This design comes from an exercise in tuning for small area and a short achievable clock period on the open sky130 flow, not from production work.
In this exercise RTL edits were held to simulation tests only and were not proved equivalent to the original.
No activity file was given, so power comes from the tool's default toggle rates.

[flow/design.v]
`timescale 1ns/10ps
module IOTDF( clk, rst, in_en, iot_in, fn_sel, busy, valid, iot_out);
input          clk;
input          rst;
input          in_en;
input  [7:0]   iot_in;
input  [2:0]   fn_sel;
output         busy;
output         valid;
output [127:0] iot_out;
reg  [135:0] ring;
reg  [7:0]   ib;        
reg          g;         
reg          nadd;      
reg  [2:0]   fs;        
reg  [4:0]   c;         
reg  [2:0]   p;         
reg          busy_r, valid_r;
reg          win, lose;  
reg          exc;       
reg          first;     
reg          kz;        
assign busy    = busy_r;
assign valid   = valid_r;
assign iot_out = ring[127:0];
wire proc  = (c != 5'd0) & (c != 5'd17);
wire gap   = (c == 5'd16);
wire lane0 = (c == 5'd1);
wire last  = (p == 3'd7);
wire m_max  = (fs == 3'd1) | (fs == 3'd6);
wire m_rnd  = (fs == 3'd1) | (fs == 3'd2);
wire m_peak = (fs == 3'd6) | (fs == 3'd7);
wire m_mm   = m_rnd | m_peak;
wire m_avg  = (fs == 3'd3);
wire m_flt  = (fs == 3'd4) | (fs == 3'd5);
wire better    = m_max ? gt : lt;
wire worse     = m_max ? lt : gt;
wire eq_st     = ~win & ~lose;
wire load      = m_flt | ((m_rnd | (m_peak & first)) & (p == 3'd0));
wire dwr       = proc & (load | (m_mm & (win | (eq_st & ~worse))));
wire beat      = proc & eq_st & better & ~load;
wire       fresh  = m_avg & (p == 3'd0);
wire       addon  = m_avg & proc;
wire [7:0] wold   = fresh ? 8'd0 : ring[132:125];
wire [7:0] asum   = addon ? ib : wold;
wire [7:0] nwold  = nadd ? ring[124:117] : 8'd0;
wire [7:0] ag = iot_in & nwold;
wire [7:0] ap = iot_in | nwold;
wire [8:0] ac;
assign ac[0] = 1'b0;
genvar j, k;
generate
  for (j = 1; j < 9; j = j + 1) begin : cla
    wire [j-1:0] terms;
    for (k = 0; k < j; k = k + 1) begin : tm
      if (k == j - 1) begin : last
        assign terms[k] = ag[k];
      end else begin : mid
        assign terms[k] = ag[k] & (&ap[j-1:k+1]);
      end
    end
    assign ac[j] = |terms;
  end
endgenerate
wire [8:0] nsum = {ac[8], iot_in ^ nwold ^ ac[7:0]};
wire [7:0] rb = ring[135:128];
wire [7:0] cg = ib & ~rb;      
wire [7:0] cl = ~ib & rb;
wire [7:0] ce = ~(cg | cl);
wire [7:0] gtt, ltt;
generate
  for (j = 0; j < 8; j = j + 1) begin : cmp
    if (j == 7) begin : msb
      assign gtt[j] = cg[j];
      assign ltt[j] = cl[j];
    end else begin : oth
      assign gtt[j] = cg[j] & (&ce[7:j+1]);
      assign ltt[j] = cl[j] & (&ce[7:j+1]);
    end
  end
endgenerate
wire gt = |gtt;
wire lt = |ltt;
wire [122:0] cv = {ring[119:0], ring[135:133]};
wire [122:0] cn;
wire [30:0]  pg;
wire [30:0]  q;
genvar i;
generate
  for (i = 0; i < 31; i = i + 1) begin : grp
    if (i < 30) begin : full
      assign pg[i] = &cv[4*i+3:4*i];
      assign cn[4*i+3:4*i] = cv[4*i+3:4*i] + {3'd0, g & q[i]};
    end else begin : top
      assign pg[i] = 1'b0;
      assign cn[122:120] = cv[122:120] + {2'd0, g & q[i]};
    end
    if (i == 0) begin : q0
      assign q[i] = 1'b1;
    end else begin : qi
      assign q[i] = &pg[i-1:0];
    end
  end
endgenerate
wire top_in  = fs[0] ? ((ib >= 8'hC0) | ((ib < 8'h7F) & (ib != 8'h00)))
                     : ((ib >= 8'h70) & (ib < 8'hAF));
wire top_pnd = fs[0] ? ((ib == 8'h7F) | (ib == 8'h00)) : (ib == 8'hAF);
wire nek     = kz ? (|ib) : ~(&ib);
wire v_next = m_flt ? (win | (lose & nek))
                    : (last & (m_avg | m_rnd | (m_peak & (first | exc | beat))));
always @(posedge clk) begin
    ib <= nsum[7:0];
    g  <= nsum[8];
    nadd <= ~rst & m_avg & (c != 5'd15) & ~(gap ? last : (p == 3'd0));
    fs <= fn_sel;
    ring[4:0]     <= dwr ? ib[4:0] : asum[7:3];
    ring[7:5]     <= dwr ? ib[7:5] : cn[2:0];
    ring[127:8]   <= cn[122:3];
    ring[132:128] <= ring[124:120];
    ring[135:133] <= asum[2:0];
    if (~proc) begin
        win  <= 1'b0;
        lose <= 1'b0;
    end else if (m_flt) begin
        if (lane0) begin
            win  <= top_in;
            lose <= top_pnd;
            kz   <= ~(|ib);
        end else if (lose & nek) begin
            win  <= 1'b1;
            lose <= 1'b0;
        end
    end else if (eq_st) begin
        win  <= better;
        lose <= worse;
    end
    if (rst) begin
        c       <= 5'd17;
        p       <= 3'd0;
        busy_r  <= 1'b0;
        valid_r <= 1'b0;
        first   <= 1'b1;
    end else begin
        c       <= c[4] ? 5'd0 : c + 5'd1;
        busy_r  <= (c == 5'd14);
        valid_r <= gap & v_next;
        if (gap) begin
            p <= p + 3'd1;
            if (last) first <= 1'b0;
        end
    end
    if (gap & last)
        exc <= 1'b0;
    else if (beat)
        exc <= 1'b1;
end
endmodule
[flow/constraint.sdc]
create_clock -name core_clock -period 8.0 [get_ports {clk}]
set_input_delay 1.6000 -clock core_clock [delete_from_list [all_inputs] [get_ports {clk}]]
set_output_delay 1.6000 -clock core_clock [all_outputs]
set_load 0.01 [all_outputs]
[flow/config.mk]
export PLATFORM = sky130hd
export DESIGN_NAME = IOTDF
export DESIGN_NICKNAME = IOTDF
export VERILOG_FILES = /design/flow/design.v
export SDC_FILE = /design/flow/constraint.sdc
export NUM_CORES = 4
export LEC_CHECK = 0
export CAP_MARGIN = 20
export CORE_MARGIN = 2
export CORE_UTILIZATION = 40
export PLACE_DENSITY = 0.6
export SLEW_MARGIN = 20
[flow/standard.sh]
#!/bin/bash
# synth_recipe.tcl (not shown) runs the flow's synth.tcl, then flattens the netlist and writes it again
# the make line also repeats each setting of config.mk as NAME=value (left out here)
make -C /OpenROAD-flow-scripts/flow DESIGN_CONFIG=/design/flow/config.mk WORK_HOME=/design/flow/orfs CLKGATE_MAP_FILE= SYNTH_SCRIPT=/design/flow/synth_recipe.tcl "${@:-finish}"
[flow/flow/run.sh]
#!/bin/bash
# Standard ORFS layout, with plain buffers (not delay cells) on the ports and
# a tighter setup target for the repair steps. Synthesis is the standard one.
set -euo pipefail
bash standard.sh synth > synth.log 2>&1
export BUFFER_PORTS_ARGS="-buffer_cell sky130_fd_sc_hd__buf_1"
export SETUP_SLACK_MARGIN=${MARGIN:-5.35}
export DONT_USE_CELLS="sky130_fd_sc_hd__clkdlybuf4s15_1 sky130_fd_sc_hd__clkdlybuf4s15_2 sky130_fd_sc_hd__clkdlybuf4s18_1 sky130_fd_sc_hd__clkdlybuf4s18_2 sky130_fd_sc_hd__clkdlybuf4s25_1 sky130_fd_sc_hd__clkdlybuf4s25_2 sky130_fd_sc_hd__clkdlybuf4s50_1 sky130_fd_sc_hd__clkdlybuf4s50_2 sky130_fd_sc_hd__dlygate4sd1_1 sky130_fd_sc_hd__dlygate4sd2_1 sky130_fd_sc_hd__dlygate4sd3_1 sky130_fd_sc_hd__dlymetal6s2s_1 sky130_fd_sc_hd__dlymetal6s4s_1 sky130_fd_sc_hd__dlymetal6s6s_1"
bash standard.sh > layout.log 2>&1
==> flow_summary.yaml, run 1 <==
clocking:
  cts_inserted_buffers: 17
  cts_max_level: 4
  cts_tree: "built"
  clk_latency_ps: 420
  cts_hold_buf: 0
  cts.clk_slew.worst_paths_ps: 70
  clk_root_buffer_cell: "clkbuf_16"
  cts_buffer_depth: 2
  cts.sinks: 164
drt:
  vias: 5044
  drc: 0
  drtIter0Drc: 224
  ant_nets: 0
  firstDrtPassIters: 4
  routed_wirelength_um: 15300
  via_per_inst: 4.63
  wire_per_inst_um: 14.0
finish:
  multi_input_area_sq_mm: 0.00349
  area_growth_pct: 11.1
  stdcell_area_sq_mm: 0.00865
  final_util_pct: 44.9
  register_area_sq_mm: 0.00337
  fillers: 1918
  instances_no_fill: 1089
  layout-drive-gt1-share_pct: 18.0
  final_net_count: 924
  num_antenna_cells: 0
  layout_common_cells: "dfxtp_1 (117), buf_1 (117), ha_1 (94), inv_1 (47)"
logic_synthesis:
  yosys_warnings: 1
  synth.distinct_cells: 56
  netlist.area_leader.share_pct: 41.9
  synthXorXnorAreaFrac_pct: 7.99
  synthMuxAreaShare_pct: 1.35
  synth_cells: 762
  synth_seq_area_share_pct: 42.3
  syn_nets: 875
  ys_async_sr_fraction_pct: 0
  synth_area_sq_mm: 0.00778
  synthFlopType: "dfxtp_1"
  synth_area_per_cell_sq_um: 10.2
  ys_ff_latch: 164
  synth_compound_area_share_pct: 4.85
  synth_area_leaders: "dfxtp_1 (42%), ha_1 (16%), buf_4 (12%)"
  synth-edff-count: 1
  synth_top_family_by_area: "adder cells"
  synthSimpleGateAreaFrac_pct: 13.1
  synth_adder_area_share_pct: 16.0
  synth_area_leader_cell: "dfxtp_1"
place:
  detailedPlace.worstSlack_ps: 4780
  placed_area_sq_mm: 0.00775
  dp_hpwl_um: 11700
  dp_cells: 1041
  port_buffers: 142
  routabilityCongestion: 0.824
global_routing:
  grt_pass1_wl_um: 23900
  grt_overflow_total: 0
  track_usage_pct: 15.0
  grt_pass1_vias: 4729
  antenna_found_initial: 0
  grt_max_degree: 17
sta:
  fin_crit_sh_pct: 32.5
  period_needed_ps: 2600
  tns_ps: 0
  slew_viol_final: 0
  rsz0062_at_grt: "true"
  worst_pin_slew_ps: 640
  fin_ws_ps: 5400
  finalSetupViolations: 0
  clock_skew_ps: 11.4
  relSlewSlack_pct: 57.3
  finalHoldViolations: 0
  fmax_ghz: 0.385
power_and_ir_drop:
  peakVddDrop_mv: 0.199
  p_leak_nw: 3.87
  power_density_mw_per_mm2: 334
worst_setup_path:
  critPathBufInv: 1
  slowest_delay_ps: 410
  crit_chain: "buf_1"
  ff2ff_path_depth: 9
  critPathMaxFanout: 4
  crit_path_end_kind: "output pin"
  required_ps: 6400
  cp-start-kind: "register"
  r2r-start: "ring[133]"
  critPathSlowestCell: "dfxtp_1"
  reg2reg_slack_ps: 5420
  worstPathArrival_ps: 1000
  r2r_end: "ring[98]"
  crit_family: "flip-flops"
  path_class: "register to output pin"
min_path:
  hold_depth: 0
  min_from: "ring[124]"
  hold_class: "register to register"
  worst_hold_path.endpoint: "ring[132]"
floorplan:
  die_w_um: 144
  initial_core_util_pct: 40.4
  die_height_um: 144
  fp-row-count: 51
  core_sq_mm: 0.0193
  ios: 144
  die-area_sq_mm: 0.0206
outcome:
  status: "finished clean"
flow_run:
  cap_violations: 0
-- how the worst max path moves through the flow --
stage,from,end,slack [ps],cells past startpoint
after floorplan,iot_in[1],ib[7],5290,8
after global placement,iot_in[1],ib[7],4790,9
after detailed placement,iot_in[1],ib[7],4780,9
after CTS,ring[0],ring[99],5330,10
after global routing,ring[30],ring[99],5270,10
final,ring[43],iot_out[43],5400,1
-- layer usage --
layer / GRT usage (%) / wire length, um
met5: 0 / 0
met4: 5.06 / 127
met3: 5.10 / 803
met2: 23.8 / 7270
met1: 19.1 / 7080
-- worst register-to-register path: cells and delay by family (launching register included) --
family                     cells  cell delay (ps)
DFF                            1              380
adders and majority gates      2              480
buffers and inverters          1              170
and+or+nand+nor                6             1440
-- where the power goes --
group / leakage, nW / total (mW) / switching, mW / internal [mW]
logic: 2.19 / 0.657 / 0.372 / 0.285
clock network: 0.290 / 0.805 / 0.355 / 0.450
registers: 1.39 / 1.43 / 0.306 / 1.12
total: 3.87 / 2.89 / 1.03 / 1.86
-- cells by family (layout without fill, tap and decap cells) --
kind of cell / Yosys count / in the layout
simple gates: 187 / 187
compound gates: 55 / 55
xor+xnor: 71 / 71
mux: 10 / 10
fa+ha+maj: 99 / 99
flops: 164 / 164
buf+inv: 176 / 238
-- cell usage after synthesis, types with 4 or more instances --
cell type  instances
xnor2_1           37
ha_1              98
a21oi_1           15
nor4_1             6
buf_4            120
o21bai_1           4
o21ai_0            6
nand4_1           28
a22o_1             4
nor2b_1            6
nor2_1            30
nor3_1            16
nand3_1           41
inv_1             48
o22ai_1            4
nand2b_1           7
nand2_1           28
xor2_1            34
mux2i_1            6
dfxtp_1          163
clkbuf_1           6
mux2_2             4
a22oi_1            4
-- per-stage QoR --
step / power, mW / hold slack, ps
floorplan: 2.02 / 393
global placement: 2.04 / 371
detailed placement: 2.05 / 369
CTS: 2.87 / 373
global route: 3.08 / 383
finish: 2.89 / 371
-- final cells by class --
cell class | instances | share of cell area, %
clock buffer | 19 | 5.12
sequential | 164 | 38.9
inverter | 48 | 2.23
tap | 265 | 3.83
multi-input combinational | 422 | 40.4
clock inverter | 13 | 1.63
timing repair buffer | 158 | 7.91
-- flip-flops by register name, summed over array words and instances, names as in the netlist --
| register | flops |
|---|---|
| valid_r | 1 |
| nadd | 1 |
| ib | 8 |
| fs | 3 |
| g | 1 |
| busy_r | 1 |
| p | 3 |
| win | 1 |
| c | 5 |
| first | 1 |
| ring | 136 |
| lose | 1 |
| kz | 1 |
| exc | 1 |
-- what timing repair did --
item	in CTS	in global routing
gates resized for setup	16	79
endpoints found under the hold margin	0	0
setup buffers	3	13
pin swaps	4	20
setup endpoints to repair	39	63
==> inputs of run 2 (changes only) <==
--- a/flow/flow/run.sh
+++ b/flow/flow/run.sh
@@ -6,4 +6,5 @@
 export BUFFER_PORTS_ARGS="-buffer_cell sky130_fd_sc_hd__buf_1"
 export SETUP_SLACK_MARGIN=${MARGIN:-5.35}
 export DONT_USE_CELLS="sky130_fd_sc_hd__clkdlybuf4s15_1 sky130_fd_sc_hd__clkdlybuf4s15_2 sky130_fd_sc_hd__clkdlybuf4s18_1 sky130_fd_sc_hd__clkdlybuf4s18_2 sky130_fd_sc_hd__clkdlybuf4s25_1 sky130_fd_sc_hd__clkdlybuf4s25_2 sky130_fd_sc_hd__clkdlybuf4s50_1 sky130_fd_sc_hd__clkdlybuf4s50_2 sky130_fd_sc_hd__dlygate4sd1_1 sky130_fd_sc_hd__dlygate4sd2_1 sky130_fd_sc_hd__dlygate4sd3_1 sky130_fd_sc_hd__dlymetal6s2s_1 sky130_fd_sc_hd__dlymetal6s4s_1 sky130_fd_sc_hd__dlymetal6s6s_1"
+export CTS_ARGS="-sink_clustering_enable -repair_clock_nets -dont_use_dummy_load -buf_list sky130_fd_sc_hd__clkbuf_8 -sink_clustering_size 24"
 bash standard.sh > layout.log 2>&1
==> run 2 against run 1 <==
Sequential cell count unchanged. Still clean on timing, DRC and antenna. Largest power group unchanged. Sequential share of layout area increased by 1.9 points. Critical path type unchanged. Via count decreased by 1.3%. Clock power decreased by 45%. Routed wire length decreased by 0.69%. Register-to-register slack got worse by 30 ps. Hold slack got worse by 1.2 ps.
==> flow_summary.yaml, run 2 <==
finish:
  area_growth_pct: 7.20
  layout-drive-gt1-share_pct: 26.6
  final_net_count: 916
  largest_register_ffs: 136
  layout_common_cells: "ha_1 (91), dfxtp_2 (87), buf_1 (76), dfxtp_1 (75), clkbuf_2 (49)"
  largestRegisters: "ring x136, ib x8, c x5"
  regMostFlops: "ring"
  stdcell_area_sq_mm: 0.00835
  num_antenna_cells: 0
  fillers: 1959
  final_common_cell: "ha_1"
worst_setup_path:
  required_ps: 6400
  r2r-start: "ring[31]"
  cp.depth: 1
  reg2reg_slack_ps: 5390
  path_class: "register to output pin"
  r2r_end: "ring[99]"
  worstPathArrival_ps: 1010
  critPathSlowestCell: "dfxtp_1"
  critPathMaxFanout: 3
  cp-start-kind: "register"
  crit_path_end_kind: "output pin"
  crit_family: "flip-flops"
  critPathBufInv: 1
  crit_chain: "buf_1"
  ff2ff_path_depth: 9
  crit_end: "iot_out[60]"
  cp-startpoint: "ring[60]"
  slowest_delay_ps: 390
sta:
  fmax_ghz: 0.383
  fin_crit_sh_pct: 32.6
  tns_ps: 0
  rsz0062_at_grt: "true"
  clock_skew_ps: 39.5
  worst_pin_slew_ps: 649
  slew_viol_final: 0
  period_needed_ps: 2610
  finalSetupViolations: 0
  relSlewSlack_pct: 56.6
  finalHoldViolations: 0
global_routing:
  grtUsageMet2_pct: 23.7
  antenna_found_initial: 0
  grt_overflow_total: 0
  grt_max_degree: 17
  grt_pass1_vias: 4688
  grt_use_met1_pct: 19.0
  track_usage_pct: 14.9
  top_usage_layer: "met2"
  use_met3_pct: 5.30
  grt_pass1_wl_um: 23800
power_and_ir_drop:
  comb_power_share_pct: 26.1
  power_switching_mw: 0.931
  power.internal_mw: 1.62
  power_density_mw_per_mm2: 306
  peakVddDrop_mv: 0.183
  clkPwrFrac_pct: 17.3
  netSwitchingFraction_pct: 36.4
  power_mw: 2.56
  power.share.sequential_pct: 56.6
  p_leak_nw: 3.77
clocking:
  clk_root_buffer_cell: "clkbuf_8"
  cts_inserted_buffers: 17
  cts.sinks: 164
  cts_max_level: 4
  cts.clk_slew.worst_paths_ps: 80
  cts_tree: "built"
  cts_buffer_depth: 2
  clk_latency_ps: 450
  cts_hold_buf: 0
logic_synthesis:
  synthFlopType: "dfxtp_1"
  netlist.area_leader.share_pct: 41.9
  ys_async_sr_fraction_pct: 0
  synth_seq_area_share_pct: 42.3
  synth_area_leaders: "dfxtp_1 (42%), ha_1 (16%), buf_4 (12%)"
  synth_most_common_cell: "dfxtp_1"
  synth-edff-count: 1
  synth_area_sq_mm: 0.00778
  ys_ff_latch: 164
  synth_cells: 762
  synth.distinct_cells: 56
  syn_nets: 875
  synth_common_cells: "dfxtp_1 (163), buf_4 (120), ha_1 (98), inv_1 (48), nand3_1 (41)"
  yosys_warnings: 1
  synth_area_leader_cell: "dfxtp_1"
  synth_area_per_cell_sq_um: 10.2
place:
  port_buffers: 142
  dp_hpwl_um: 11700
  routabilityCongestion: 0.824
  placed_area_sq_mm: 0.00775
drt:
  ant_nets: 0
  firstDrtPassIters: 4
  wire_per_inst_um: 14.2
  drc: 0
  via_per_inst: 4.67
  vias: 4976
  drtIter0Drc: 197
  routed_wirelength_um: 15200
floorplan:
  core_sq_mm: 0.0193
  fp-row-count: 51
  initial_core_util_pct: 40.4
  die-area_sq_mm: 0.0206
  die_height_um: 144
  die_w_um: 144
  ios: 144
min_path:
  hold_class: "register to register"
outcome:
  status: "finished clean"
flow_run:
  cap_violations: 0
==> run 2: layer usage <==
metal	wire, um	vias to the layer above
met5	0	-
met4	117	0
met3	859	5
met2	7160	94
met1	7030	2333
li1	-	2544
==> run 2: cell type report <==
class / count / area [sq um] / share of cell area (%)
Sequential cell: 164 / 3410 / 40.8
Tap cell: 265 / 332 / 3.97
Clock buffer: 17 / 234 / 2.80
Multi-Input combinational cell: 422 / 3510 / 42.0
Inverter: 48 / 193 / 2.31
Timing Repair Buffer: 150 / 676 / 8.10
==> run 2: worst min path at each step <==
| stage | start | end | slack (ps) | cells past startpoint |
|---|---|---|---|---|
| final | ring[124] | ring[132] | 370 | 0 |
| after global routing | ring[124] | ring[132] | 380 | 0 |
| after CTS | ring[124] | ring[132] | 370 | 0 |
| after detailed placement | ring[124] | ring[132] | 370 | 0 |
| after global placement | ring[124] | ring[132] | 370 | 0 |
| after floorplan | ring[120] | ring[128] | 390 | 0 |
==> run 2: power groups by stage <==
stage          clock network [mW]  registers, mW  logic, mW
2_1_floorplan                   0           1.32      0.690
3_3_place_gp                    0           1.42      0.622
3_5_place_dp                    0           1.42      0.627
4_1_cts                     0.459           1.42      0.643
5_1_grt                     0.494           1.49      0.756
6_report                    0.443           1.45      0.666
==> run 2: cells by family after synthesis <==
family / synth area share, %
fa+ha+maj: 16.0
compound gates: 4.85
xor+xnor: 7.99
mux: 1.35
flops: 42.3
buf+inv: 14.4
simple gates: 13.1
==> run 2: repair_timing <==
action                     in CTS  in global routing
hold endpoints to repair        0                  0
buffers inserted                3                  5
pin swaps                       5                 11
resized for setup              45                132
setup endpoints to repair      74                119
==> run 2: per-stage QoR <==
| stage | instances | setup WS [ps] | hold slack (ps) | util, % |
|---|---|---|---|---|
| final | 1066 | 5390 | 370 | 43.3 |
| after global routing | 1066 | 5240 | 380 | 43.3 |
| after CTS | 1061 | 5330 | 370 | 41.9 |
| after detailed placement | 1041 | 4780 | 369 | 40.2 |
| after global placement | 1041 | 4790 | 371 | 40.2 |
| after floorplan | 762 | 5290 | 393 | - |
==> inputs of run 3 (changes only) <==
--- a/flow/flow/run.sh
+++ b/flow/flow/run.sh
@@ -6,5 +6,5 @@
 export BUFFER_PORTS_ARGS="-buffer_cell sky130_fd_sc_hd__buf_1"
 export SETUP_SLACK_MARGIN=${MARGIN:-5.35}
 export DONT_USE_CELLS="sky130_fd_sc_hd__clkdlybuf4s15_1 sky130_fd_sc_hd__clkdlybuf4s15_2 sky130_fd_sc_hd__clkdlybuf4s18_1 sky130_fd_sc_hd__clkdlybuf4s18_2 sky130_fd_sc_hd__clkdlybuf4s25_1 sky130_fd_sc_hd__clkdlybuf4s25_2 sky130_fd_sc_hd__clkdlybuf4s50_1 sky130_fd_sc_hd__clkdlybuf4s50_2 sky130_fd_sc_hd__dlygate4sd1_1 sky130_fd_sc_hd__dlygate4sd2_1 sky130_fd_sc_hd__dlygate4sd3_1 sky130_fd_sc_hd__dlymetal6s2s_1 sky130_fd_sc_hd__dlymetal6s4s_1 sky130_fd_sc_hd__dlymetal6s6s_1"
-export CTS_ARGS="-sink_clustering_enable -repair_clock_nets -dont_use_dummy_load -buf_list sky130_fd_sc_hd__clkbuf_8 -sink_clustering_size 24"
+export CTS_ARGS="-sink_clustering_enable -repair_clock_nets -dont_use_dummy_load"
 bash standard.sh > layout.log 2>&1
--- a/flow/config.mk
+++ b/flow/config.mk
@@ -7,6 +7,6 @@
 export LEC_CHECK = 0
 export CAP_MARGIN = 20
 export CORE_MARGIN = 2
-export CORE_UTILIZATION = 40
-export PLACE_DENSITY = 0.6
+export CORE_UTILIZATION = 65
+export PLACE_DENSITY = 0.75
 export SLEW_MARGIN = 20
==> run 3 against run 2 <==
Sequential cell count did not move. Area after synthesis unchanged. Fmax hardly changed. Critical path depth unchanged. Clock power grew 46%. Cell area fell by 1.2%. Synthesized cell count stayed put. Setup slack about the same. Routed wire length grew 2.6%. Hold slack improved by 46 ps. Largest cell class unchanged.
==> flow_summary.yaml, run 3 <==
sta:
  tns_ps: 0
  worst_pin_slew_ps: 883
  fmax_ghz: 0.383
  period_needed_ps: 2610
  relSlewSlack_pct: 40.6
  finalHoldViolations: 0
  fin_crit_sh_pct: 32.6
  rsz0062_at_grt: "true"
  finalSetupViolations: 0
  clock_skew_ps: 20.7
  slew_viol_final: 0
floorplan:
  die_height_um: 113
  core_sq_mm: 0.0116
  fp-row-count: 39
  die-area_sq_mm: 0.0129
  ios: 144
  initial_core_util_pct: 67.3
  die_w_um: 113
logic_synthesis:
  synth_compound_area_share_pct: 4.85
  synthXorXnorAreaFrac_pct: 7.99
  synth_common_cells: "dfxtp_1 (163), buf_4 (120), ha_1 (98), inv_1 (48), nand3_1 (41)"
  ys_async_sr_fraction_pct: 0
  synthMuxAreaShare_pct: 1.35
  synth_area_sq_mm: 0.00778
  synth_area_per_cell_sq_um: 10.2
  synthSimpleGateAreaFrac_pct: 13.1
  synth-edff-count: 1
  synth_adder_area_share_pct: 16.0
  synth_seq_area_share_pct: 42.3
  syn_nets: 875
  synth_area_leaders: "dfxtp_1 (42%), ha_1 (16%), buf_4 (12%)"
  netlist.area_leader.share_pct: 41.9
  synthFlopType: "dfxtp_1"
  ys_ff_latch: 164
  synth_top_family_by_area: "adder cells"
  synth_most_common_cell: "dfxtp_1"
  synth_area_leader_cell: "dfxtp_1"
  synth_cells: 762
  synth.distinct_cells: 56
  yosys_warnings: 1
finish:
  regMostFlops: "ring"
  largestRegisters: "ring x136, ib x8, c x5"
  final_net_count: 923
  layout_common_cells: "dfxtp_1 (143), buf_1 (133), ha_1 (95), inv_1 (47), nand3_1 (41)"
  fillers: 875
  area_growth_pct: 5.88
  stdcell_area_sq_mm: 0.00824
  largest_register_ffs: 136
  layout-drive-gt1-share_pct: 11.1
  final_common_cell: "dfxtp_1"
  num_antenna_cells: 0
clocking:
  cts_max_level: 4
  cts_inserted_buffers: 17
  cts_hold_buf: 0
  cts.clk_slew.worst_paths_ps: 60
  clk_root_buffer_cell: "clkbuf_16"
  cts_buffer_depth: 2
  clk_latency_ps: 420
  cts.sinks: 164
  cts_tree: "built"
worst_setup_path:
  cp-start-kind: "register"
  required_ps: 6400
  critPathSlowestCell: "dfxtp_1"
  worstPathArrival_ps: 1010
  critPathBufInv: 1
  crit_family: "flip-flops"
  path_class: "register to output pin"
  r2r-start: "ib[6]"
  slowest_delay_ps: 400
  cp-startpoint: "ring[23]"
  crit_path_end_kind: "output pin"
  crit_chain: "buf_1"
  critPathMaxFanout: 4
place:
  dp_hpwl_um: 11500
  placed_area_sq_mm: 0.00759
  routabilityCongestion: 0.880
  port_buffers: 142
drt:
  firstDrtPassIters: 4
  drtIter0Drc: 349
  via_per_inst: 5.49
  ant_nets: 0
  vias: 5225
  wire_per_inst_um: 16.4
  routed_wirelength_um: 15600
  drc: 0
global_routing:
  track_usage_pct: 24.5
  grt_pass1_vias: 5170
  grt_pass1_wl_um: 24800
  grt_overflow_total: 0
  antenna_found_initial: 0
  grt_max_degree: 17
flow_run:
  cap_violations: 0
min_path:
  min_from: "ring[120]"
  hold_class: "register to register"
power_and_ir_drop:
  peakVddDrop_mv: 0.241
  p_leak_nw: 3.71
  power_density_mw_per_mm2: 329
outcome:
  status: "finished clean"
-- run 3: cell types whose count changed in the layout (fill, tap and decap cells not counted), moves of 2 or more --
cell	before	now
buf_1	76	133
buf_2	17	2
buf_4	8	15
clkbuf_16	0	17
clkbuf_2	49	7
clkbuf_8	17	0
dfxtp_1	75	143
dfxtp_2	87	20
ha_1	91	95
ha_2	4	2
ha_4	3	1
nand3_1	39	41
nand3_2	2	0
-- run 3: where the power goes --
part           total (mW)  internal, mW  switching [mW]  leakage (nW)
registers            1.42          1.11           0.310          1.38
clock network       0.648         0.368           0.279         0.209
logic               0.649         0.277           0.372          2.12
total                2.72          1.75           0.962          3.71
-- run 3: cell families after synthesis --
group / after synthesis
buffers and inverters: 176
flip-flops: 164
adder cells (fa/ha/maj): 99
AO/OA/AOI/OAI: 55
XOR/XNOR: 71
AND/OR/NAND/NOR: 187
multiplexers: 10
-- run 3: timing repair --
item                                    4_1_cts  5_1_grt
setup buffers                                 4       11
endpoints found under the setup margin       28       46
pin swaps                                     4        9
gates resized for setup                      10       34
-- run 3: per-layer routing --
metal / global-route usage (%) / up-vias / share of wire, %
met3: 6.80 / 28 / 5.2
met1: 29.8 / 2494 / 42
met4: 9.35 / 0 / 2.3
met2: 41.7 / 137 / 51
met5: 0 / - / 0
li1: - / 2566 / -
-- run 3: through the flow --
stage | hold WS (ps) | total power, mW | std cells | setup WS (ps) | util, %
after global routing | 421 | 2.87 | 951 | 5300 | 71.3
after CTS | 411 | 2.70 | 940 | 5350 | 70.0
after detailed placement | 394 | 2.04 | 919 | 4770 | 65.7
after global placement | 396 | 2.01 | 919 | 4790 | 65.7
after floorplan | 393 | 2.02 | 762 | 5290 | -
final | 417 | 2.72 | 951 | 5390 | 71.3
-- run 3: cell type report --
class	instances	area (sq um)	share of cell area, %
inverter	48	193	2.34
multi-input combinational	422	3470	42.1
clock buffer	17	425	5.16
tap	143	179	2.17
timing repair buffer	157	657	7.97
sequential	164	3320	40.3
-- run 3: path summary, 6_finish.rpt --
| check | end | slack (ps) | depth (start not counted) |
|---|---|---|---|
| max | iot_out[23] | 5390 | 1 |
| min | ring[128] | 420 | 0 |
| max reg2reg | valid_r | 5420 | 8 |
| min reg2reg | ring[128] | 420 | 0 |
-- run 3: worst reg2reg max path, delay by kind of cell (launching register included) --
| kind | cells | cell delay (ps) |
|---|---|---|
| buffers and inverters | 1 | 100 |
| AND/OR/NAND/NOR | 4 | 1220 |
| AO/OA/AOI/OAI | 2 | 320 |
| adder cells (fa/ha/maj) | 1 | 340 |
| flip-flops | 1 | 500 |
==> inputs of run 4 (changes only) <==
--- a/flow/flow/run.sh
+++ b/flow/flow/run.sh
@@ -6,5 +6,5 @@
 export BUFFER_PORTS_ARGS="-buffer_cell sky130_fd_sc_hd__buf_1"
 export SETUP_SLACK_MARGIN=${MARGIN:-5.35}
 export DONT_USE_CELLS="sky130_fd_sc_hd__clkdlybuf4s15_1 sky130_fd_sc_hd__clkdlybuf4s15_2 sky130_fd_sc_hd__clkdlybuf4s18_1 sky130_fd_sc_hd__clkdlybuf4s18_2 sky130_fd_sc_hd__clkdlybuf4s25_1 sky130_fd_sc_hd__clkdlybuf4s25_2 sky130_fd_sc_hd__clkdlybuf4s50_1 sky130_fd_sc_hd__clkdlybuf4s50_2 sky130_fd_sc_hd__dlygate4sd1_1 sky130_fd_sc_hd__dlygate4sd2_1 sky130_fd_sc_hd__dlygate4sd3_1 sky130_fd_sc_hd__dlymetal6s2s_1 sky130_fd_sc_hd__dlymetal6s4s_1 sky130_fd_sc_hd__dlymetal6s6s_1"
-export CTS_ARGS="-sink_clustering_enable -repair_clock_nets -dont_use_dummy_load"
+export CTS_ARGS="-sink_clustering_enable -repair_clock_nets -dont_use_dummy_load -buf_list sky130_fd_sc_hd__clkbuf_8 -sink_clustering_size 30 -sink_clustering_max_diameter 80"
 bash standard.sh > layout.log 2>&1
==> run 4 against run 3 <==
Non-clock buffer count shrank 1. Cell count down 0.11%. Power fell by 6.8%. Still clean. Register-to-register slack is essentially flat. Sequential cell count unchanged. Global-route usage decreased by 0.49 points. Largest power group unchanged.
==> flow_summary.yaml, run 4 <==
outcome:
  status: "finished clean"
worst_setup_path:
  path_class: "register to output pin"
  critPathBufInv: 1
  critPathMaxFanout: 4
  cp-start-kind: "register"
  reg2reg_slack_ps: 5420
  crit_path_end_kind: "output pin"
  crit_chain: "clkbuf_2"
  crit_family: "flip-flops"
  slowest_delay_ps: 400
  worstPathArrival_ps: 1020
  critPathSlowestCell: "dfxtp_1"
  required_ps: 6400
clocking:
  cts.sinks: 164
  cts_tree: "built"
  cts_hold_buf: 0
  cts.clk_slew.worst_paths_ps: 90
  clk_root_buffer_cell: "clkbuf_8"
  clk_latency_ps: 450
  cts_inserted_buffers: 17
  cts_max_level: 4
  cts_buffer_depth: 2
logic_synthesis:
  synth_common_cells: "dfxtp_1 (163), buf_4 (120), ha_1 (98), inv_1 (48), nand3_1 (41)"
  synth_area_sq_mm: 0.00778
  synth_area_leaders: "dfxtp_1 (42%), ha_1 (16%), buf_4 (12%)"
  synth_most_common_cell: "dfxtp_1"
  yosys_warnings: 1
  synth_area_leader_cell: "dfxtp_1"
  syn_nets: 875
  ys_ff_latch: 164
  synthFlopType: "dfxtp_1"
  ys_async_sr_fraction_pct: 0
  synth_cells: 762
  synth.distinct_cells: 56
  synth_seq_area_share_pct: 42.3
  synth_area_per_cell_sq_um: 10.2
  netlist.area_leader.share_pct: 41.9
  synth-edff-count: 1
sta:
  fin_crit_sh_pct: 32.7
  clock_skew_ps: 26.7
  tns_ps: 0
  slew_viol_final: 0
  fmax_ghz: 0.382
  finalSetupViolations: 0
  finalHoldViolations: 0
  relSlewSlack_pct: 40.9
  worst_pin_slew_ps: 879
  rsz0062_at_grt: "true"
  period_needed_ps: 2620
min_path:
  hold_class: "register to register"
drt:
  ant_nets: 0
  vias: 5235
  routed_wirelength_um: 15300
  firstDrtPassIters: 5
  drc: 0
  wire_per_inst_um: 16.1
  drtIter0Drc: 379
  via_per_inst: 5.51
finish:
  instances_no_fill: 950
  largestRegisters: "ring x136, ib x8, c x5"
  area_growth_pct: 4.31
  layout_common_cells: "buf_1 (108), dfxtp_1 (99), ha_1 (96), dfxtp_2 (63), inv_1 (47)"
  largest_register_ffs: 136
  stdcell_area_sq_mm: 0.00812
  final_common_cell: "buf_1"
  regMostFlops: "ring"
  layout-drive-gt1-share_pct: 19.2
  final_net_count: 922
  num_antenna_cells: 0
global_routing:
  use_met3_pct: 7.23
  track_usage_pct: 24.1
  top_usage_layer: "met2"
  grt_max_degree: 17
  grtUsageMet2_pct: 40.6
  grt_pass1_vias: 5161
  grt_use_met1_pct: 29.4
  grt_overflow_total: 0
  antenna_found_initial: 0
  grt_pass1_wl_um: 24500
power_and_ir_drop:
  peakVddDrop_mv: 0.250
  power_density_mw_per_mm2: 312
  power_mw: 2.53
  p_leak_nw: 3.70
place:
  port_buffers: 142
  routabilityCongestion: 0.880
  dp_cells: 919
  placed_area_sq_mm: 0.00759
  dp_hpwl_um: 11500
floorplan:
  initial_core_util_pct: 67.3
  core_sq_mm: 0.0116
  die_height_um: 113
  fp-row-count: 39
  die-area_sq_mm: 0.0129
  die_w_um: 113
  ios: 144
flow_run:
  cap_violations: 0
-- run 4: cell counts after synthesis --
Identical to the previous run, type by type.
-- run 4: per-layer routing --
layer | vias up | wire length (um)
met1 | 2511 | 6310
met2 | 140 | 7760
met4 | 0 | 287
li1 | 2560 | -
met3 | 24 | 930
met5 | - | 0
-- run 4: per-stage QoR --
stage | utilization (%) | setup slack, ps | hold WS (ps)
after floorplan | - | 5290 | 393
after global placement | 65.7 | 4790 | 396
after detailed placement | 65.7 | 4770 | 394
after CTS | 68.4 | 5340 | 419
after global routing | 70.2 | 5320 | 421
final | 70.2 | 5380 | 408
-- run 4: logic make-up (layout without fill, tap and decap cells) --
group,after synthesis,count (layout),share of synthesized area [%]
and+or+nand+nor,187,187,13.1
buffers and inverters,176,221,14.4
DFF,164,164,42.3
adders and majority gates,99,99,16.0
xor gates and xnor gates,71,71,7.99
AOI/OAI and AO/OA,55,55,4.85
muxes,10,10,1.35
-- run 4: path summary, 6_finish.rpt --
check	start	end	depth (start not counted)
setup / recovery	ring[87]	iot_out[87]	1
hold / removal	ring[124]	ring[132]	0
setup reg to reg	ib[6]	valid_r	8
hold reg to reg	ring[124]	ring[132]	0
-- run 4: timing repair --
item,in CTS,in global routing
gates resized for setup,29,82
setup endpoints to repair,48,98
setup buffers,3,11
pin swaps,4,10
-- run 4: layout make-up --
type,instances,area (sq um)
Inverter,48,193
Fill cell,889,3440
Multi-Input combinational cell,422,3460
Sequential cell,164,3380
Clock buffer,17,234
Timing Repair Buffer,156,681
Tap cell,143,179
-- run 4: report_power, final --
| part | switching (mW) | leakage [nW] | total, mW | internal, mW |
|---|---|---|---|---|
| Combinational | 0.370 | 2.19 | 0.660 | 0.289 |
| Sequential | 0.304 | 1.39 | 1.43 | 1.13 |
| Clock | 0.253 | 0.122 | 0.440 | 0.188 |
==> inputs of run 5 (changes only) <==
==> flow/flow/run.sh (replaced) <==
#!/bin/bash
# Standard ORFS layout, with plain buffers (not delay cells) on the ports and
# a tighter setup target for the repair steps. Synthesis is the standard one.
set -euo pipefail
bash standard.sh synth > synth.log 2>&1
export BUFFER_PORTS_ARGS="-buffer_cell sky130_fd_sc_hd__buf_1"
export SETUP_SLACK_MARGIN=${MARGIN:-5.35}
export DONT_USE_CELLS="sky130_fd_sc_hd__clkdlybuf4s15_1 sky130_fd_sc_hd__clkdlybuf4s15_2 sky130_fd_sc_hd__clkdlybuf4s18_1 sky130_fd_sc_hd__clkdlybuf4s18_2 sky130_fd_sc_hd__clkdlybuf4s25_1 sky130_fd_sc_hd__clkdlybuf4s25_2 sky130_fd_sc_hd__clkdlybuf4s50_1 sky130_fd_sc_hd__clkdlybuf4s50_2 sky130_fd_sc_hd__dlygate4sd1_1 sky130_fd_sc_hd__dlygate4sd2_1 sky130_fd_sc_hd__dlygate4sd3_1 sky130_fd_sc_hd__dlymetal6s2s_1 sky130_fd_sc_hd__dlymetal6s4s_1 sky130_fd_sc_hd__dlymetal6s6s_1"
export CTS_ARGS="-sink_clustering_enable -repair_clock_nets -dont_use_dummy_load -buf_list {sky130_fd_sc_hd__clkbuf_4 sky130_fd_sc_hd__clkbuf_8}"
bash standard.sh > layout.log 2>&1
==> run 5 against run 4 <==
Clock power about the same. Global-route usage unchanged. Hold slack unchanged. Sequential cell count unchanged. Non-clock buffer count unchanged. Die area unchanged. Routed wire length unchanged.
==> flow_summary.yaml, run 5 <==
clocking:
  cts_max_level: 4
  clk_latency_ps: 450
  cts.clk_slew.worst_paths_ps: 90
  cts.sinks: 164
  clk_root_buffer_cell: "clkbuf_8"
  cts_hold_buf: 0
  cts_tree: "built"
  cts_inserted_buffers: 17
  cts_buffer_depth: 2
logic_synthesis:
  ys_async_sr_fraction_pct: 0
  synth_most_common_cell: "dfxtp_1"
  netlist.area_leader.share_pct: 41.9
  yosys_warnings: 1
  synth_area_leaders: "dfxtp_1 (42%), ha_1 (16%), buf_4 (12%)"
  synth_area_leader_cell: "dfxtp_1"
  synth.distinct_cells: 56
  ys_ff_latch: 164
  synth_area_per_cell_sq_um: 10.2
  synth_common_cells: "dfxtp_1 (163), buf_4 (120), ha_1 (98), inv_1 (48), nand3_1 (41)"
  synth_seq_area_share_pct: 42.3
  synth_cells: 762
  syn_nets: 875
  synth-edff-count: 1
  synth_area_sq_mm: 0.00778
  synthFlopType: "dfxtp_1"
drt:
  drtIter0Drc: 379
  via_per_inst: 5.51
  drc: 0
  ant_nets: 0
  vias: 5235
  wire_per_inst_um: 16.1
  routed_wirelength_um: 15300
  firstDrtPassIters: 5
power_and_ir_drop:
  p_leak_nw: 3.70
  peakVddDrop_mv: 0.250
  power_density_mw_per_mm2: 312
finish:
  final_common_cell: "buf_1"
  layout-drive-gt1-share_pct: 19.2
  stdcell_area_sq_mm: 0.00812
  regMostFlops: "ring"
  largestRegisters: "ring x136, ib x8, c x5"
  final_util_pct: 70.2
  largest_register_ffs: 136
  num_antenna_cells: 0
  layout_common_cells: "buf_1 (108), dfxtp_1 (99), ha_1 (96), dfxtp_2 (63), inv_1 (47)"
  final_net_count: 922
  area_growth_pct: 4.31
floorplan:
  initial_core_util_pct: 67.3
  fp-row-count: 39
  die-area_sq_mm: 0.0129
  ios: 144
  die_height_um: 113
  core_sq_mm: 0.0116
  die_w_um: 113
global_routing:
  use_met3_pct: 7.23
  grtUsageMet2_pct: 40.6
  top_usage_layer: "met2"
  grt_max_degree: 17
  track_usage_pct: 24.1
  grt_pass1_wl_um: 24500
  grt_use_met1_pct: 29.4
  antenna_found_initial: 0
  grt_overflow_total: 0
  grt_pass1_vias: 5161
worst_setup_path:
  crit_chain: "clkbuf_2"
  path_class: "register to output pin"
  ff2ff_path_depth: 8
  slowest_delay_ps: 400
  cp-start-kind: "register"
  cp.depth: 1
  crit_family: "flip-flops"
  crit_path_end_kind: "output pin"
  critPathBufInv: 1
  worstPathArrival_ps: 1020
  critPathSlowestCell: "dfxtp_1"
  critPathMaxFanout: 4
  required_ps: 6400
flow_run:
  cap_violations: 0
sta:
  fin_crit_sh_pct: 32.7
  relSlewSlack_pct: 40.9
  period_needed_ps: 2620
  slew_viol_final: 0
  finalSetupViolations: 0
  fmax_ghz: 0.382
  worst_pin_slew_ps: 879
  tns_ps: 0
  rsz0062_at_grt: "true"
  clock_skew_ps: 26.7
  finalHoldViolations: 0
min_path:
  hold_depth: 0
  hold_class: "register to register"
place:
  placed_area_sq_mm: 0.00759
  dp_hpwl_um: 11500
  routabilityCongestion: 0.880
  port_buffers: 142
outcome:
  status: "finished clean"
[run 5: cell counts in the layout (fill, tap and decap cells not counted)]
No cell type changed its count.
[run 5: metrics by stage]
step,worst slack [ps],hold WS [ps],cells,power [mW]
2_1_floorplan,5290,393,762,2.02
3_3_place_gp,4790,396,919,2.01
3_5_place_dp,4770,394,919,2.04
4_1_cts,5340,419,939,2.50
5_1_grt,5320,421,950,2.69
6_report,5380,408,950,2.53
[run 5: layout make-up]
class	count	area, sq um
repair buffers	156	681
flip-flops and latches	164	3380
multi-input cells	422	3460
inverters	48	193
fillers	889	3440
well taps	143	179
clock buffers	17	234
[run 5: final timing paths]
| path | endpoint | slack [ps] | startpoint |
|---|---|---|---|
| setup reg to reg | valid_r | 5420 | ib[6] |
| hold reg to reg | ring[132] | 410 | ring[124] |
| setup / recovery | iot_out[87] | 5380 | ring[87] |
| hold / removal | ring[132] | 410 | ring[124] |
[run 5: report_power, final]
group / switching, mW / internal (mW)
logic: 0.370 / 0.289
registers: 0.304 / 1.13
clock network: 0.253 / 0.188
[run 5: per-layer routing]
layer / vias to the layer above / part of all wire (%) / wire length, um
li1: 2560 / - / -
met1: 2511 / 41 / 6310
met2: 140 / 51 / 7760
met3: 24 / 6.1 / 930
met4: 0 / 1.9 / 287
met5: - / 0 / 0
[run 5: cells by family after synthesis]
kind of cell	Yosys count	share of synthesized area (%)
AOI/OAI and AO/OA	55	4.85
xor gates and xnor gates	71	7.99
adders and majority gates	99	16.0
buffers and inverters	176	14.4
DFF	164	42.3
muxes	10	1.35
and+or+nand+nor	187	13.1
[run 5: timing repair]
action	4_1_cts	5_1_grt
resized for setup	29	82
setup endpoints to repair	48	98
pin swaps	4	10
buffers inserted	3	11
==> inputs of run 6 (changes only) <==
--- a/flow/flow/run.sh
+++ b/flow/flow/run.sh
@@ -4,7 +4,7 @@
 set -euo pipefail
 bash standard.sh synth > synth.log 2>&1
 export BUFFER_PORTS_ARGS="-buffer_cell sky130_fd_sc_hd__buf_1"
-export SETUP_SLACK_MARGIN=${MARGIN:-5.35}
+export SETUP_SLACK_MARGIN=${MARGIN:-5.4}
 export DONT_USE_CELLS="sky130_fd_sc_hd__clkdlybuf4s15_1 sky130_fd_sc_hd__clkdlybuf4s15_2 sky130_fd_sc_hd__clkdlybuf4s18_1 sky130_fd_sc_hd__clkdlybuf4s18_2 sky130_fd_sc_hd__clkdlybuf4s25_1 sky130_fd_sc_hd__clkdlybuf4s25_2 sky130_fd_sc_hd__clkdlybuf4s50_1 sky130_fd_sc_hd__clkdlybuf4s50_2 sky130_fd_sc_hd__dlygate4sd1_1 sky130_fd_sc_hd__dlygate4sd2_1 sky130_fd_sc_hd__dlygate4sd3_1 sky130_fd_sc_hd__dlymetal6s2s_1 sky130_fd_sc_hd__dlymetal6s4s_1 sky130_fd_sc_hd__dlymetal6s6s_1"
 export CTS_ARGS="-sink_clustering_enable -repair_clock_nets -dont_use_dummy_load -buf_list {sky130_fd_sc_hd__clkbuf_4 sky130_fd_sc_hd__clkbuf_8}"
 bash standard.sh > layout.log 2>&1
==> run 6 against run 5 <==
Via count rose by 0.82%. Fmax decreased by 0.89%. Register-to-register slack got worse by 30 ps. Combinational power rose by 17%.
==> flow_summary.yaml, run 6 <==
outcome:
  status: "finished clean"
sta:
  fin_crit_sh_pct: 33.0
  slew_viol_final: 0
  worst_pin_slew_ps: 689
  rsz0062_at_grt: "true"
  relSlewSlack_pct: 53.9
  finalSetupViolations: 0
  finalHoldViolations: 0
  tns_ps: 0
  fmax_ghz: 0.378
  clock_skew_ps: 25.7
  period_needed_ps: 2640
floorplan:
  ios: 144
  die_w_um: 113
  initial_core_util_pct: 67.3
  fp-row-count: 39
  die-area_sq_mm: 0.0129
  core_sq_mm: 0.0116
  die_height_um: 113
finish:
  fillers: 850
  regMostFlops: "ring"
  num_antenna_cells: 0
  stdcell_area_sq_mm: 0.00851
  final_net_count: 928
  layout_common_cells: "dfxtp_2 (101), buf_2 (101), ha_1 (90), inv_1 (47), dfxtp_1 (42)"
  largestRegisters: "ring x136, ib x8, c x5"
  layout-drive-gt1-share_pct: 39.6
  area_growth_pct: 9.32
  largest_register_ffs: 136
drt:
  drtIter0Drc: 356
  drc: 0
  wire_per_inst_um: 16.9
  vias: 5278
  firstDrtPassIters: 5
  ant_nets: 0
  via_per_inst: 5.52
  routed_wirelength_um: 16100
min_path:
  hold_class: "register to register"
logic_synthesis:
  synth_area_leaders: "dfxtp_1 (42%), ha_1 (16%), buf_4 (12%)"
  yosys_warnings: 1
  synthFlopType: "dfxtp_1"
  synth.distinct_cells: 56
  ys_ff_latch: 164
  synth_seq_area_share_pct: 42.3
  synth_common_cells: "dfxtp_1 (163), buf_4 (120), ha_1 (98), inv_1 (48), nand3_1 (41)"
  ys_async_sr_fraction_pct: 0
  synth_most_common_cell: "dfxtp_1"
  syn_nets: 875
  synth_area_leader_cell: "dfxtp_1"
  netlist.area_leader.share_pct: 41.9
  synth_area_per_cell_sq_um: 10.2
  synth_cells: 762
  synth_area_sq_mm: 0.00778
  synth-edff-count: 1
clocking:
  cts_inserted_buffers: 17
  clk_latency_ps: 440
  cts.clk_slew.worst_paths_ps: 70
  cts_hold_buf: 0
  cts.sinks: 164
  cts_tree: "built"
  cts_max_level: 4
  cts_buffer_depth: 2
  clk_root_buffer_cell: "clkbuf_8"
worst_setup_path:
  slowest_delay_ps: 360
  critPathBufInv: 2
  crit_family: "flip-flops"
  crit_path_end_kind: "output pin"
  required_ps: 6400
  worstPathArrival_ps: 1040
  crit_chain: "buf_4 > buf_6"
  critPathSlowestCell: "dfxtp_4"
  path_class: "register to output pin"
  cp-start-kind: "register"
  critPathMaxFanout: 3
power_and_ir_drop:
  peakVddDrop_mv: 0.249
  power_mw: 2.68
  power_density_mw_per_mm2: 315
  p_leak_nw: 4.05
place:
  dp_hpwl_um: 11600
  routabilityCongestion: 0.880
  port_buffers: 142
  placed_area_sq_mm: 0.00759
global_routing:
  track_usage_pct: 24.8
  grt_pass1_wl_um: 25300
  grt_pass1_vias: 5238
  grt_overflow_total: 0
  antenna_found_initial: 0
  grt_max_degree: 17
flow_run:
  cap_violations: 0
## run 6: cell counts after synthesis
No cell type changed its count.
## run 6: final cells by class
class	count	area (sq um)	share of cell area, %
Sequential cell	164	3490	41.1
Inverter	48	193	2.26
Multi-Input combinational cell	422	3520	41.3
Tap cell	143	179	2.10
Timing Repair Buffer	162	895	10.5
Clock buffer	17	234	2.75
## run 6: per-layer routing
layer / track usage, % / share of wire (%) / vias to the layer above / wire (um)
met5: 0 / 0 / - / 0
met4: 8.13 / 1.6 / 0 / 255
met3: 7.01 / 5.4 / 22 / 877
met2: 42.8 / 52 / 157 / 8370
met1: 30.0 / 41 / 2538 / 6650
li1: - / - / 2561 / -
## run 6: worst paths after layout
kind             start         end  slack (ps)  cells past startpoint
min          ring[120]   ring[128]         400                      0
min reg2reg  ring[120]   ring[128]         400                      0
max            ring[7]  iot_out[7]        5360                      2
max reg2reg    ring[7]    ring[99]        5390                      9
## run 6: logic make-up after synthesis
group | share of synthesized area, %
AOI/OAI and AO/OA | 4.85
xor gates and xnor gates | 7.99
adders and majority gates | 16.0
buffers and inverters | 14.4
DFF | 42.3
muxes | 1.35
and+or+nand+nor | 13.1
## run 6: what timing repair did
action	4_1_cts	5_1_grt
setup buffers	2	18
endpoints found under the setup margin	156	99
resized for setup	215	90
pin swaps	4	16
## run 6: per-stage QoR
stage,hold slack [ps],setup WS [ps],utilization [%],std cells
2_1_floorplan,393,5290,-,762
3_3_place_gp,396,4790,65.7,919
3_5_place_dp,397,4760,65.7,919
4_1_cts,399,5390,70.6,938
5_1_grt,405,5290,73.6,956
6_report,399,5360,73.6,956
## run 6: power breakdown
part | internal (mW) | leakage, nW | switching [mW]
Sequential | 1.17 | 1.40 | 0.302
Combinational | 0.378 | 2.53 | 0.393
Clock | 0.188 | 0.122 | 0.257
==> inputs of run 7 (changes only) <==
--- a/flow/flow/run.sh
+++ b/flow/flow/run.sh
@@ -4,7 +4,7 @@
 set -euo pipefail
 bash standard.sh synth > synth.log 2>&1
 export BUFFER_PORTS_ARGS="-buffer_cell sky130_fd_sc_hd__buf_1"
-export SETUP_SLACK_MARGIN=${MARGIN:-5.4}
+export SETUP_SLACK_MARGIN=${MARGIN:-5.2}
 export DONT_USE_CELLS="sky130_fd_sc_hd__clkdlybuf4s15_1 sky130_fd_sc_hd__clkdlybuf4s15_2 sky130_fd_sc_hd__clkdlybuf4s18_1 sky130_fd_sc_hd__clkdlybuf4s18_2 sky130_fd_sc_hd__clkdlybuf4s25_1 sky130_fd_sc_hd__clkdlybuf4s25_2 sky130_fd_sc_hd__clkdlybuf4s50_1 sky130_fd_sc_hd__clkdlybuf4s50_2 sky130_fd_sc_hd__dlygate4sd1_1 sky130_fd_sc_hd__dlygate4sd2_1 sky130_fd_sc_hd__dlygate4sd3_1 sky130_fd_sc_hd__dlymetal6s2s_1 sky130_fd_sc_hd__dlymetal6s4s_1 sky130_fd_sc_hd__dlymetal6s6s_1"
 export CTS_ARGS="-sink_clustering_enable -repair_clock_nets -dont_use_dummy_load -buf_list {sky130_fd_sc_hd__clkbuf_4 sky130_fd_sc_hd__clkbuf_8}"
 bash standard.sh > layout.log 2>&1
==> run 7 against run 6 <==
Core utilization shrank 5.7 points. Power decreased by 8.5%. Largest cell class unchanged. Area after synthesis is the same. Synthesized cell count is the same. Still clean on timing, DRC and antenna. Sequential share of layout area increased by 0.86 points. First-iteration DRC count is 45% lower. Cell area decreased by 7.7%. Critical path depth grew 7.
==> flow_summary.yaml, run 7 <==
floorplan:
  fp-row-count: 39
  die-area_sq_mm: 0.0129
  die_height_um: 113
  die_w_um: 113
  ios: 144
  initial_core_util_pct: 67.3
  core_sq_mm: 0.0116
logic_synthesis:
  synth_area_sq_mm: 0.00778
  synthFlopType: "dfxtp_1"
  synth-edff-count: 1
  synth_area_per_cell_sq_um: 10.2
  synth_common_cells: "dfxtp_1 (163), buf_4 (120), ha_1 (98), inv_1 (48), nand3_1 (41)"
  ys_async_sr_fraction_pct: 0
  ys_ff_latch: 164
  syn_nets: 875
  netlist.area_leader.share_pct: 41.9
  synth_most_common_cell: "dfxtp_1"
  synth_area_leader_cell: "dfxtp_1"
  synth.distinct_cells: 56
  synth_cells: 762
  synth_area_leaders: "dfxtp_1 (42%), ha_1 (16%), buf_4 (12%)"
  yosys_warnings: 1
  synth_seq_area_share_pct: 42.3
drt:
  routed_wirelength_um: 14800
  firstDrtPassIters: 4
  drtIter0Drc: 195
  wire_per_inst_um: 15.8
  vias: 5087
  drc: 0
  ant_nets: 0
  via_per_inst: 5.42
worst_setup_path:
  path_class: "input port to register"
  critPathMaxFanout: 2
  cp-start-kind: "input port"
  crit_family: "compound AO/OA/AOI/OAI gates"
  crit_chain: "buf_1 > inv_1 > ha_1 > nand2b_1 > a21oi_2 > o21ai_1 > a32oi_1 > a21oi_1 > o21bai_1"
  crit_path_end_kind: "register"
  slowest_delay_ps: 300
  critPathBufInv: 2
  worstPathArrival_ps: 3070
  required_ps: 8330
  critPathSlowestCell: "a32oi_1"
global_routing:
  grt_pass1_wl_um: 24200
  grt_max_degree: 17
  grt_overflow_total: 0
  track_usage_pct: 23.7
  antenna_found_initial: 0
  grt_pass1_vias: 5166
clocking:
  clk_root_buffer_cell: "clkbuf_8"
  cts.sinks: 164
  cts_hold_buf: 0
  clk_latency_ps: 440
  cts_tree: "built"
  cts.clk_slew.worst_paths_ps: 60
  cts_buffer_depth: 2
  cts_inserted_buffers: 17
  cts_max_level: 4
power_and_ir_drop:
  peakVddDrop_mv: 0.236
  power_mw: 2.46
  power_density_mw_per_mm2: 313
  p_leak_nw: 3.54
finish:
  regMostFlops: "ring"
  final_common_cell: "dfxtp_1"
  largest_register_ffs: 136
  stdcell_area_sq_mm: 0.00786
  final_net_count: 911
  layout-drive-gt1-share_pct: 4.90
  area_growth_pct: 0.900
  num_antenna_cells: 0
  layout_common_cells: "dfxtp_1 (163), buf_1 (142), ha_1 (98), inv_1 (48), nand3_1 (41)"
  largestRegisters: "ring x136, ib x8, c x5"
min_path:
  hold_class: "register to register"
place:
  placed_area_sq_mm: 0.00756
  routabilityCongestion: 0.873
  dp_hpwl_um: 11600
  port_buffers: 142
sta:
  slew_viol_final: 0
  fmax_ghz: 0.365
  relSlewSlack_pct: 54.3
  worst_pin_slew_ps: 683
  tns_ps: 0
  fin_crit_sh_pct: 34.2
  finalHoldViolations: 0
  period_needed_ps: 2740
  rsz0062_at_grt: "true"
  clock_skew_ps: 40.4
  finalSetupViolations: 0
flow_run:
  cap_violations: 0
outcome:
  status: "finished clean"
[run 7: cell counts after synthesis]
No cell type changed its count.
[run 7: logic make-up (layout without fill, tap and decap cells)]
kind of cell	Yosys count	count (layout)	synth area share, %
compound gates	55	55	4.85
xor+xnor	71	71	7.99
simple gates	187	187	13.1
flops	164	164	42.3
fa+ha+maj	99	99	16.0
mux	10	10	1.35
buf+inv	176	210	14.4
[run 7: worst paths after layout]
path,from,depth (start not counted),to,slack (ps)
worst max-delay path,iot_in[1],9,g,5260
worst min-delay path,ring[123],0,ring[131],400
worst max register to register,ring[0],10,ring[99],5370
worst min register to register,ring[123],0,ring[131],400
[run 7: cell type report]
cell class,count,area (sq um)
flip-flops and latches,164,3290
inverters,48,180
well taps,143,179
fillers,924,3710
clock buffers,17,234
multi-input cells,422,3410
repair buffers,145,556
[run 7: worst reg2reg max path: cells and delay by family (launching register included)]
family	cells	cell delay, ps
adders and majority gates	2	380
and+or+nand+nor	6	1490
xor gates and xnor gates	1	150
DFF	1	380
buffers and inverters	1	170
[run 7: per-layer routing]
metal	vias up	wire length [um]	global-route usage (%)
li1	2537	-	-
met3	14	957	7.55
met1	2392	6260	28.7
met5	-	0	0
met4	0	166	7.72
met2	144	7410	40.1
[run 7: power breakdown]
group / leakage (nW) / switching (mW) / internal [mW]
combinational: 2.03 / 0.366 / 0.260
sequential: 1.38 / 0.301 / 1.10
clock: 0.122 / 0.244 / 0.188
total: 3.54 / 0.910 / 1.55
[run 7: metrics by stage]
stage          cells  util (%)  hold slack, ps  setup WS [ps]
2_1_floorplan    762         -             393           5210
3_3_place_gp     919      65.4             388           4840
3_5_place_dp     919      65.4             389           4810
4_1_cts          938      67.7             393           5210
5_1_grt          939      67.9             411           5190
6_report         939      67.9             401           5260
[run 7: timing repair]
action / CTS / global route
setup buffers: 2 / 1
gates resized for setup: 3 / 4
pin swaps: 1 / 2
endpoints found under the setup margin: 17 / 17
==> inputs of run 8 (changes only) <==
--- a/flow/flow/run.sh
+++ b/flow/flow/run.sh
@@ -4,7 +4,7 @@
 set -euo pipefail
 bash standard.sh synth > synth.log 2>&1
 export BUFFER_PORTS_ARGS="-buffer_cell sky130_fd_sc_hd__buf_1"
-export SETUP_SLACK_MARGIN=${MARGIN:-5.2}
+export SETUP_SLACK_MARGIN=${MARGIN:-5.25}
 export DONT_USE_CELLS="sky130_fd_sc_hd__clkdlybuf4s15_1 sky130_fd_sc_hd__clkdlybuf4s15_2 sky130_fd_sc_hd__clkdlybuf4s18_1 sky130_fd_sc_hd__clkdlybuf4s18_2 sky130_fd_sc_hd__clkdlybuf4s25_1 sky130_fd_sc_hd__clkdlybuf4s25_2 sky130_fd_sc_hd__clkdlybuf4s50_1 sky130_fd_sc_hd__clkdlybuf4s50_2 sky130_fd_sc_hd__dlygate4sd1_1 sky130_fd_sc_hd__dlygate4sd2_1 sky130_fd_sc_hd__dlygate4sd3_1 sky130_fd_sc_hd__dlymetal6s2s_1 sky130_fd_sc_hd__dlymetal6s4s_1 sky130_fd_sc_hd__dlymetal6s6s_1"
 export CTS_ARGS="-sink_clustering_enable -repair_clock_nets -dont_use_dummy_load -buf_list {sky130_fd_sc_hd__clkbuf_4 sky130_fd_sc_hd__clkbuf_8}"
 bash standard.sh > layout.log 2>&1
==> run 8 against run 7 <==
Largest cell class unchanged. Core utilization grew 0.27 points. Die area unchanged. Sequential share of layout area shrank 0.12 points. First-iteration DRC count is 0.51% higher. Highest routed layer unchanged. Still clean on timing, DRC and antenna. Critical path depth did not move. Clock power about the same.
==> flow_summary.yaml, run 8 <==
power_and_ir_drop:
  power_switching_mw: 0.912
  power_density_mw_per_mm2: 312
  p_leak_nw: 3.54
  power.share.sequential_pct: 56.9
  power_mw: 2.46
  netSwitchingFraction_pct: 37.1
  peakVddDrop_mv: 0.201
  clkPwrFrac_pct: 17.6
  comb_power_share_pct: 25.4
  power.internal_mw: 1.55
sta:
  fin_crit_sh_pct: 33.9
  fmax_ghz: 0.369
  rsz0062_at_grt: "false"
  finalHoldViolations: 0
  clock_skew_ps: 30.3
  period_needed_ps: 2710
  tns_ps: 0
  relSlewSlack_pct: 54.8
  worst_pin_slew_ps: 676
  finalSetupViolations: 0
  slew_viol_final: 0
logic_synthesis:
  synth-edff-count: 1
  synth_area_leader_cell: "dfxtp_1"
  netlist.area_leader.share_pct: 41.9
  synth.distinct_cells: 56
  yosys_warnings: 1
  synth_area_sq_mm: 0.00778
  syn_nets: 875
  synth_cells: 762
  synth_most_common_cell: "dfxtp_1"
  synth_area_per_cell_sq_um: 10.2
  synthFlopType: "dfxtp_1"
  synth_area_leaders: "dfxtp_1 (42%), ha_1 (16%), buf_4 (12%)"
  synth_seq_area_share_pct: 42.3
  ys_ff_latch: 164
  ys_async_sr_fraction_pct: 0
  synth_common_cells: "dfxtp_1 (163), buf_4 (120), ha_1 (98), inv_1 (48), nand3_1 (41)"
worst_setup_path:
  cp-start-kind: "input port"
  required_ps: 8330
  crit_path_end_kind: "register"
  worstPathArrival_ps: 3040
  path_class: "input port to register"
  critPathMaxFanout: 2
place:
  dp_hpwl_um: 11600
  routabilityCongestion: 0.869
  port_buffers: 142
clocking:
  cts_hold_buf: 0
  cts_tree: "built"
  clk_root_buffer_cell: "clkbuf_8"
  cts_inserted_buffers: 17
  cts.clk_slew.worst_paths_ps: 50
  cts_max_level: 4
  cts_buffer_depth: 2
  clk_latency_ps: 440
  cts.sinks: 164
finish:
  largest_register_ffs: 136
  register_area_sq_mm: 0.00330
  area_growth_pct: 1.30
  layout_common_cells: "dfxtp_1 (160), buf_1 (142), ha_1 (97), inv_1 (47), nand3_1 (41)"
  largestRegisters: "ring x136, ib x8, c x5"
  final_common_cell: "dfxtp_1"
  layout-drive-gt1-share_pct: 6.01
  fillers: 927
  num_antenna_cells: 0
  regMostFlops: "ring"
  final_net_count: 914
  multi_input_area_sq_mm: 0.00342
drt:
  wire_per_inst_um: 15.9
  firstDrtPassIters: 4
  routed_wirelength_um: 15000
  drtIter0Drc: 196
  vias: 5163
  ant_nets: 0
  via_per_inst: 5.48
  drc: 0
global_routing:
  grt_pass1_vias: 5109
  grt_use_met1_pct: 28.4
  antenna_found_initial: 0
  grtUsageMet2_pct: 41.2
  grt_pass1_wl_um: 24200
  grt_max_degree: 17
  use_met3_pct: 7.39
  grt_overflow_total: 0
  top_usage_layer: "met2"
  track_usage_pct: 23.8
outcome:
  status: "finished clean"
floorplan:
  die_height_um: 113
  die-area_sq_mm: 0.0129
  fp-row-count: 39
  core_sq_mm: 0.0116
  initial_core_util_pct: 67.3
  ios: 144
  die_w_um: 113
flow_run:
  cap_violations: 0
min_path:
  hold_class: "register to register"
run 8: kinds of logic (layout without fill, tap and decap cells):
| group | count (synthesis) | in the layout | share of synthesized area, % |
|---|---|---|---|
| simple gates | 187 | 187 | 13.1 |
| buf+inv | 176 | 213 | 14.4 |
| flops | 164 | 164 | 42.3 |
| fa+ha+maj | 99 | 99 | 16.0 |
| xor+xnor | 71 | 71 | 7.99 |
| compound gates | 55 | 55 | 4.85 |
| mux | 10 | 10 | 1.35 |
run 8: path summary, 6_finish.rpt:
| kind | slack (ps) | startpoint | to | cells after the start |
|---|---|---|---|---|
| max reg2reg | 5360 | ring[1] | ring[99] | 9 |
| min | 400 | ring[123] | ring[131] | 0 |
| max | 5290 | iot_in[1] | ib[7] | 9 |
| min reg2reg | 400 | ring[123] | ring[131] | 0 |
run 8: metrics by stage:
step / utilization, % / hold slack, ps / cell area (sq um) / worst slack, ps / cells
after floorplan: - / 393 / 7800 / 5260 / 762
after global routing: 68.2 / 413 / 7890 / 5210 / 942
after detailed placement: 65.5 / 394 / 7570 / 4840 / 919
after global placement: 65.5 / 389 / 7570 / 4880 / 919
final: 68.2 / 401 / 7890 / 5290 / 942
after CTS: 67.6 / 397 / 7820 / 5280 / 937
run 8: power by group through the flow:
stage | clock network, mW | logic [mW] | registers [mW]
global route | 0.485 | 0.696 | 1.44
CTS | 0.450 | 0.635 | 1.40
global placement | 0 | 0.616 | 1.39
floorplan | 0 | 0.690 | 1.32
finish | 0.434 | 0.626 | 1.40
detailed placement | 0 | 0.627 | 1.41
run 8: cell type report:
class	instances	share of cell area, %
Timing Repair Buffer	148	7.33
Inverter	48	2.28
Multi-Input combinational cell	422	43.3
Tap cell	143	2.27
Sequential cell	164	41.8
Clock buffer	17	2.97
run 8: critical path, stage by stage:
cell,delay [ps]
buf_1,130
inv_2,70
ha_2,160
nand2b_4,130
a21oi_2,190
o21ai_1,130
a32oi_2,280
a21oi_1,140
xnor2_1,220
run 8: layer usage:
| metal | part of all wire [%] | vias up |
|---|---|---|
| li1 | - | 2545 |
| met1 | 43 | 2463 |
| met2 | 50 | 134 |
| met3 | 5.8 | 21 |
| met4 | 1.4 | 0 |
| met5 | 0 | - |
run 8: repair_timing:
action,4_1_cts,5_1_grt
resized for setup,2,7
setup endpoints to repair,6,26
pin swaps,1,6
buffers inserted,1,5
gates cloned,0,0

==> port drivers added, routing unchanged <==
The flow's constraints put no driver on any port. The routed layouts listed below were extracted and timed again, unchanged, in two steps. Step 1 sets driving cells, clkbuf_16 on the clock port and buf_2 on the other inputs (assumed; they add their load-dependent delay and slew). Step 2, shift: input delay + t, output delay - t, t = (earliest + latest rising clock arrival at the registers) / 2. This alone moves slack from input paths to output paths. a / b / c = ideal ports / drivers / drivers and shift; a / b = the first two.
run | t, ns | setup WS [ns] | worst setup path at the end | clock arrival spread, ns | cell pins on the clock port's net
run 1 | 0.458 | 5.402 / 5.358 / 5.030 | input to register | 0.011 / 0.012 | 1
run 2 | 0.469 | 5.391 / 5.352 / 4.990 | input to register | 0.040 / 0.040 | 1
run 3 | 0.446 | 5.392 / 5.352 / 4.942 | input to register | 0.021 / 0.022 | 1
run 4 | 0.465 | 5.381 / 5.347 / 4.919 | input to register | 0.032 / 0.032 | 1
run 5 | 0.465 | 5.381 / 5.347 / 4.919 | input to register | 0.032 / 0.032 | 1
run 6 | 0.468 | 5.358 / 5.322 / 4.983 | input to register | 0.027 / 0.027 | 1
run 7 | 0.458 | 5.261 / 5.259 / 4.801 | input to register | 0.040 / 0.040 | 1
run 8 | 0.456 | 5.292 / 5.289 / 4.833 | input to register | 0.030 / 0.030 | 1
After both steps setup and hold are still met in every run listed.
